This design comes from an exercise in tuning for small area on the open sky130 flow, not from production work. In this exercise RTL edits were held to simulation tests only and were not proved equivalent to the original. No activity file was given, so power comes from the tool's default toggle rates.

--- flow/config.mk ---
export PLATFORM = sky130hd
export DESIGN_NAME = watch_project
export DESIGN_NICKNAME = watch_project
export VERILOG_FILES = /design/flow/design.v
export SDC_FILE = /design/flow/constraint.sdc
export NUM_CORES = 4
export LEC_CHECK = 0
export CAP_MARGIN = 20
export CORE_MARGIN = 2
export CORE_UTILIZATION = 40
export SLEW_MARGIN = 20
--- flow/constraint.sdc ---
create_clock -name core_clock -period 20.0 [get_ports {clk}]
set_input_delay 4.0000 -clock core_clock [delete_from_list [all_inputs] [get_ports {clk}]]
set_output_delay 4.0000 -clock core_clock [all_outputs]
set_load 0.01 [all_outputs]
--- flow/design.v ---
module watch_project (clk, reset, set_outside, set_inside, display_sec, display_sec10,
                      display_min, display_min10, display_hour, display_hour10, state);
	input clk, reset, set_outside, set_inside;
	output [6:0] display_sec, display_sec10, display_min, display_min10, display_hour, display_hour10;
	output [5:0] state;
	parameter CT = 400;	 
	parameter PT = 999;	 
	parameter ST = 9;	 
	function [6:0] seg;
		input [3:0] d;
		case (d)
			4'd0: seg = 7'b000_0001;
			4'd1: seg = 7'b100_1111;
			4'd2: seg = 7'b001_0010;
			4'd3: seg = 7'b000_0110;
			4'd4: seg = 7'b100_1100;
			4'd5: seg = 7'b010_0100;
			4'd6: seg = 7'b010_0000;
			4'd7: seg = 7'b000_1111;
			4'd8: seg = 7'b000_0000;
			4'd9: seg = 7'b000_0100;
			default: seg = 7'b100_1111;
		endcase
	endfunction
	wire b0 = set_outside, b1 = set_inside;
	reg [8:0] ca;
	reg q4, q2, q1, q0;	 
	assign state = {1'b0, q4, 1'b0, q2, q1, q0};
	wire samp = (ca == CT);
	always @(posedge clk or posedge reset) begin
		if (reset) begin
			ca <= 0;
			{q4, q2, q1, q0} <= 4'b0001;
		end else if (samp) begin
			ca <= 0;
			case ({q4, q2, q1, q0})
				4'b0001: if (!b0) {q4, q2, q1, q0} <= 4'b0100; else if (!b1) {q4, q2, q1, q0} <= 4'b1000;
				4'b0100: if (!b0) {q4, q2, q1, q0} <= 4'b0001; else if (!b1) {q4, q2, q1, q0} <= 4'b0110;
				4'b0110: if (!b1) {q4, q2, q1, q0} <= 4'b0101;
				4'b0101: if (!b1) {q4, q2, q1, q0} <= 4'b0100;
				4'b1000: if (!b0) {q4, q2, q1, q0} <= 4'b1010; else if (!b1) {q4, q2, q1, q0} <= 4'b0001;
				4'b1010: if (!b0) {q4, q2, q1, q0} <= 4'b1001;
				4'b1001: if (!b0) {q4, q2, q1, q0} <= 4'b1000; else if (!b1) {q4, q2, q1, q0} <= 4'b0001;
				default: {q4, q2, q1, q0} <= 4'b0001;
			endcase
		end else
			ca <= ca + 1'b1;
	end
	wire sw = q4;			 
	wire set = q2;			 
	wire run = q4 & q1;		 
	wire st5 = q2 & q0;		 
	wire st6 = q2 & q1;		 
	wire add_min = st5 & !b0;
	wire add_hour = st6 & !b0;
	reg [9:0] as;			 
	reg [3:0] su; reg [2:0] st;	 
	reg [3:0] sa;			 
	reg [3:0] ssu; reg [2:0] sst;	 
	reg cs;
	reg [3:0] dsu; reg [2:0] dst;	 
	wire as_t = (as == PT);
	wire sa_t = (sa == ST);
	wire s59 = (st == 5) & (su == 9);
	wire ss59 = (sst == 5) & (ssu == 9);
	wire [3:0] su_n = (su == 9) ? 4'd0 : su + 1'b1;
	wire [2:0] st_n = (su == 9) ? ((st == 5) ? 3'd0 : st + 1'b1) : st;
	wire [3:0] ssu_n = (ssu == 9) ? 4'd0 : ssu + 1'b1;
	wire [2:0] sst_n = (ssu == 9) ? ((sst == 5) ? 3'd0 : sst + 1'b1) : sst;
	always @(posedge clk or posedge reset) begin
		if (reset) begin
			as <= 0; su <= 0; st <= 0; sa <= 0; ssu <= 0; sst <= 0; cs <= 0; dsu <= 0; dst <= 0;
		end else if (sw & !cs) begin
			cs <= 1'b1;
			dsu <= ssu; dst <= sst;
		end else if (cs & !sw & set) begin
			cs <= 1'b0;
			dsu <= 0; dst <= 0;
		end else if (!set) begin
			if (as_t) begin
				as <= 0;
				su <= su_n; st <= st_n;
				if (!sw) begin dsu <= su_n; dst <= st_n; end
			end else
				as <= as + 1'b1;
			if (run) begin
				if (sa_t) begin
					sa <= 0;
					ssu <= ssu_n; sst <= sst_n;
					dsu <= ssu_n; dst <= sst_n;
				end else
					sa <= sa + 1'b1;
			end
		end
	end
	wire en_min = s59 & !set;
	wire stc = ss59 & run;		 
	wire sm_step = stc & sa_t;	 
	reg [9:0] am;
	reg [3:0] mu; reg [2:0] mt;
	reg [3:0] smu; reg [2:0] smt;
	reg cm;
	reg [3:0] dmu; reg [2:0] dmt;
	wire am_t = (am == PT);
	wire m59 = (mt == 5) & (mu == 9);
	wire [3:0] mu_n = (mu == 9) ? 4'd0 : mu + 1'b1;
	wire [2:0] mt_n = (mu == 9) ? ((mt == 5) ? 3'd0 : mt + 1'b1) : mt;
	wire [3:0] smu_n = (smu == 9) ? 4'd0 : smu + 1'b1;
	wire [2:0] smt_n = (smu == 9) ? ((smt == 5) ? 3'd0 : smt + 1'b1) : smt;
	always @(posedge clk or posedge reset) begin
		if (reset) begin
			am <= 0; mu <= 0; mt <= 0; smu <= 0; smt <= 0; cm <= 0; dmu <= 0; dmt <= 0;
		end else if (add_min) begin
			if (am_t) begin
				am <= 0;
				mu <= mu_n; mt <= mt_n;
				cm <= 1'b0;
				dmu <= mu_n; dmt <= mt_n;
			end else
				am <= am + 1'b1;
		end else if (sw & !cm) begin
			cm <= 1'b1;
			dmu <= smu; dmt <= smt;
		end else if (cm & !sw & !en_min) begin
			cm <= 1'b0;
			dmu <= 0; dmt <= 0;
		end else begin
			if (en_min) begin
				if (am_t) begin
					am <= 0;
					mu <= mu_n; mt <= mt_n;
					if (!sw) begin cm <= 1'b0; dmu <= mu_n; dmt <= mt_n; end
				end else
					am <= am + 1'b1;
			end
			if (sm_step) begin
				smu <= smu_n; smt <= smt_n;
				dmu <= smu_n; dmt <= smt_n;
			end
		end
	end
	wire en_hour = m59 & en_min & !st6;
	reg [9:0] ah;
	reg [3:0] hu; reg [1:0] ht;
	reg ch, zf;			 
	wire ah_t = (ah == PT);
	wire h23 = (ht == 2) & (hu == 3);
	wire [3:0] hu_n = (h23 | (hu == 9)) ? 4'd0 : hu + 1'b1;
	wire [1:0] ht_n = h23 ? 2'd0 : (hu == 9) ? ht + 1'b1 : ht;
	always @(posedge clk or posedge reset) begin
		if (reset) begin
			ah <= 0; hu <= 0; ht <= 0; ch <= 0; zf <= 0;
		end else if (sw & !ch) begin
			ch <= 1'b1;
			zf <= 1'b1;
		end else if (add_hour) begin
			if (ah_t) begin
				ah <= 0;
				hu <= hu_n; ht <= ht_n;
				zf <= 1'b0;
			end else
				ah <= ah + 1'b1;
		end else if (en_hour) begin
			if (ah_t) begin
				ah <= 0;
				hu <= hu_n; ht <= ht_n;
				if (!run) zf <= 1'b0;
			end else
				ah <= ah + 1'b1;
			if (run) zf <= 1'b1;
		end
	end
	assign display_sec = seg(dsu);
	assign display_sec10 = seg({1'b0, dst});
	assign display_min = seg(dmu);
	assign display_min10 = seg({1'b0, dmt});
	assign display_hour = seg(zf ? 4'd0 : hu);
	assign display_hour10 = seg(zf ? 4'd0 : {2'b00, ht});
endmodule
--- flow/run.sh ---
#!/bin/bash
# synth_recipe.tcl (not shown) runs the flow's synth.tcl, then flattens the netlist and writes it again
# the make line also repeats each setting of config.mk as NAME=value (left out here)
make -C /OpenROAD-flow-scripts/flow DESIGN_CONFIG=/design/flow/config.mk WORK_HOME=/design/flow/orfs CLKGATE_MAP_FILE= SYNTH_SCRIPT=/design/flow/synth_recipe.tcl finish
==> results.yml <==
global_route:
  antenna_found_initial: 0
  grt_pass1_wl_um: 23600
  grt_pass1_vias: 4931
  grt_overflow: 0
  grt_max_degree: 65
  grt_util_all_layers: 0.164
yosys:
  seq_area_frac_synth: 0.380
  yosysWarnings: 1
  synth_area_leaders: "dfrtp_1 38%, ha_1 7.7%, nand2_1 4.6%"
  synth_cells: 732
  synth_largest_area_cell: "dfrtp_1"
  yosysTopAreaCellShare: 0.375
  yosysUniqueCellTypes: 74
  syn_area_per_cell_um2: 8.92
  synth_ff_type: "dfrtp_1"
  async_flop_share: 1.00
  synth_edf_count: 0
  syn-cell-area_mm2: 0.00653
  synth_seq_cells: 99
final_layout:
  n_antenna_cell: 0
  layout-drive-gt1-share: 0.0696
  final_area_mm2: 0.00741
  fin_nets: 801
  area_growth_pct: 13.4
  instances_no_fill: 978
  layout_commonest_cell: "dfrtp_1"
  finalCoreUtilization: 0.465
  final_cell_mix: "98 x dfrtp_1, 80 x nand2_1, 79 x nor2_1"
route:
  wl_um: 13800
  viasPerCell: 5.29
  drc: 0
  via_count: 5178
  drt-initial-drc-count: 277
  ant_nets: 0
  firstDrtPassIters: 4
  avgRoutedWirePerCell_um: 14.1
sta:
  final_max_slew_viol_count: 0
  hold_viol_final: 0
  rsz0062_at_grt: "false"
  fin_skew_ps: 10.7
  fin_ws_ps: 13490
  worst_pin_slew_ps: 983
  period_share: 0.325
  tns_ps: 0
  max_freq_ghz: 0.154
  slew_headroom: 0.342
  setup-violations-final: 0
  period_minus_slack_ps: 6510
floorplanning:
  die_area_mm2: 0.0174
  start_util: 0.410
  die_x_um: 132
  io_pins: 52
  die_y_um: 132
  rows: 46
  core-area_mm2: 0.0159
clocking:
  cts_buffer_depth: 2
  clk_pin_slew_ps: 70
  clock_latency_ps: 360
  htreeDepth: 3
  cts_tree: "done"
  post_cts_buffers: 0
  post_cts_resized: 0
  clock-sinks: 99
  hold_buffers: 0
  root_buffer: "clkbuf_16"
  cts_made_buffers: 9
placed_design:
  placed_cells: 962
  dp_slack_ps: 13770
  port_buffers: 48
  gp_congestion: 0.827
  dp_hpwl_um: 9970
  place_area_mm2: 0.00712
critical_path:
  cp_data_arrival_time_ps: 2510
  crit_type: "flip-flop to output port"
  cp-start-kind: "flip-flop"
  reg2reg_setup_slack_ps: 17240
  max_stage_delay_ps: 540
  cp_cell_sequence: "inv_1, nand2_1, inv_1, ha_1, nor2_1, a21oi_1, o22ai_1, nor2_1, clkdlybuf4s50_1"
  crit_path_end_kind: "output port"
  cp_top_family: "buffers and inverters"
  crit_fanout: 8
  crit_required_ps: 16000
  crit_buf_inv: 3
  cp_slowest_cell: "clkdlybuf4s50_1"
power_and_ir_drop:
  power.density_mw_per_mm2: 51.4
  irDropWorstVdd_v: 0.0000468
  leakage_nw: 3.22
outcome:
  outcome: "timing/DRC/antenna clean"
run:
  maxCapViolations: 0
hold_path:
  hp-class: "flip-flop to flip-flop"
==> metrics by stage <==
| step | power [mW] | hold WS (ps) |
|---|---|---|
| after detailed placement | 0.211 | 479 |
| final | 0.381 | 490 |
| after global routing | 0.397 | 505 |
| after floorplan | 0.209 | 445 |
| after CTS | 0.386 | 491 |
| after global placement | 0.210 | 474 |
==> worst paths after layout <==
check                           startpoint                  to  cells after the start
max reg2reg                 q2$_DFFE_PP0P_   su[0]$_DFFE_PP0P_                      4
max in group asynchronous            reset  dsu[1]$_DFFE_PP0P_                      3
min                        ca[5]$_DFF_PP0_     ca[5]$_DFF_PP0_                      1
min in group asynchronous            reset  dmt[2]$_DFFE_PP0P_                      2
max                         zf$_DFFE_PP0P_     display_hour[6]                      9
min reg2reg                ca[5]$_DFF_PP0_     ca[5]$_DFF_PP0_                      1
==> cell usage after synthesis, types with 11 or more instances <==
cell type  instances
dfrtp_1           98
nand2_1           80
nor2_1            79
o21ai_0           52
ha_1              40
inv_1             35
a21oi_1           34
xnor2_1           25
nand3_1           22
clkbuf_1          18
nor3_1            17
xor2_1            16
mux2_2            13
nor2b_1           13
mux2i_1           12
nand2b_1          12
o31ai_1           11
==> sequential cells by signal, summed over array words and instances (netlist names), 4 cells and up <==
signal and cells:
ssu 4, su 4, dsu 4, ca 9, smu 4, ah 10, am 10, sa 4
as 10, mu 4, hu 4, dmu 4
==> area by class of cell <==
class                   instances  area (um^2)
fillers                      1527         8530
flip-flops and latches         99         2480
repair buffers                 50          495
well taps                     216          270
multi-input cells             561         3730
inverters                      36          138
clock buffers                   9          225
clock inverters                 7         67.6
==> power breakdown <==
| group | internal (mW) | total, mW | switching, mW |
|---|---|---|---|
| sequential | 0.200 | 0.200 | 0 |
| combinational | 0.00113 | 0.00612 | 0.00498 |
| clock | 0.0967 | 0.174 | 0.0775 |
| total | 0.298 | 0.381 | 0.0825 |
==> cell families after synthesis <==
family	count (synthesis)	share of synthesized area
and+or+nand+nor	289	0.233
AOI/OAI and AO/OA	159	0.158
DFF	99	0.380
buffers and inverters	74	0.0498
adders and majority gates	42	0.0797
xor gates and xnor gates	41	0.0550
muxes	27	0.0448
other	1	0.000574
==> routing by layer <==
metal	GRT usage	routed length (um)	up-vias
li1	-	-	2610
met2	0.279	6670	74
met3	0.0365	445	8
met5	0	0	-
met1	0.211	6560	2486
met4	0.0435	150	0

==> re-timing with driven ports <==
No port has a modelled driver above. Below, the same layout with a new extraction and two added sets of constraints. Step 1 (the two cells are an assumption about what drives the block):
set clk [get_ports {clk}]
set_driving_cell -lib_cell sky130_fd_sc_hd__clkbuf_16 $clk
set_driving_cell -lib_cell sky130_fd_sc_hd__buf_2 [delete_from_list [all_inputs] $clk]
Step 2 adds t to the input delays and takes it off the output delays; t is the mean of the earliest and latest rising clock arrival at the registers after step 1. Input paths then give back, and output paths get back, about the clock's delay inside the block. Three values: ideal ports, drivers, drivers and shift; two values: the first two.
t, ns: 0.394
slack for setup (ns): 13.492 / 13.451 / 13.736
worst hold slack (ns): 0.490 / 0.490 / 0.490
worst data-port slew with drivers (ns): 0.04
After both steps this run still meets setup and hold. For this run, drivers alone change the setup slack by -0.041 ns; drivers and shift together by +0.244 ns.
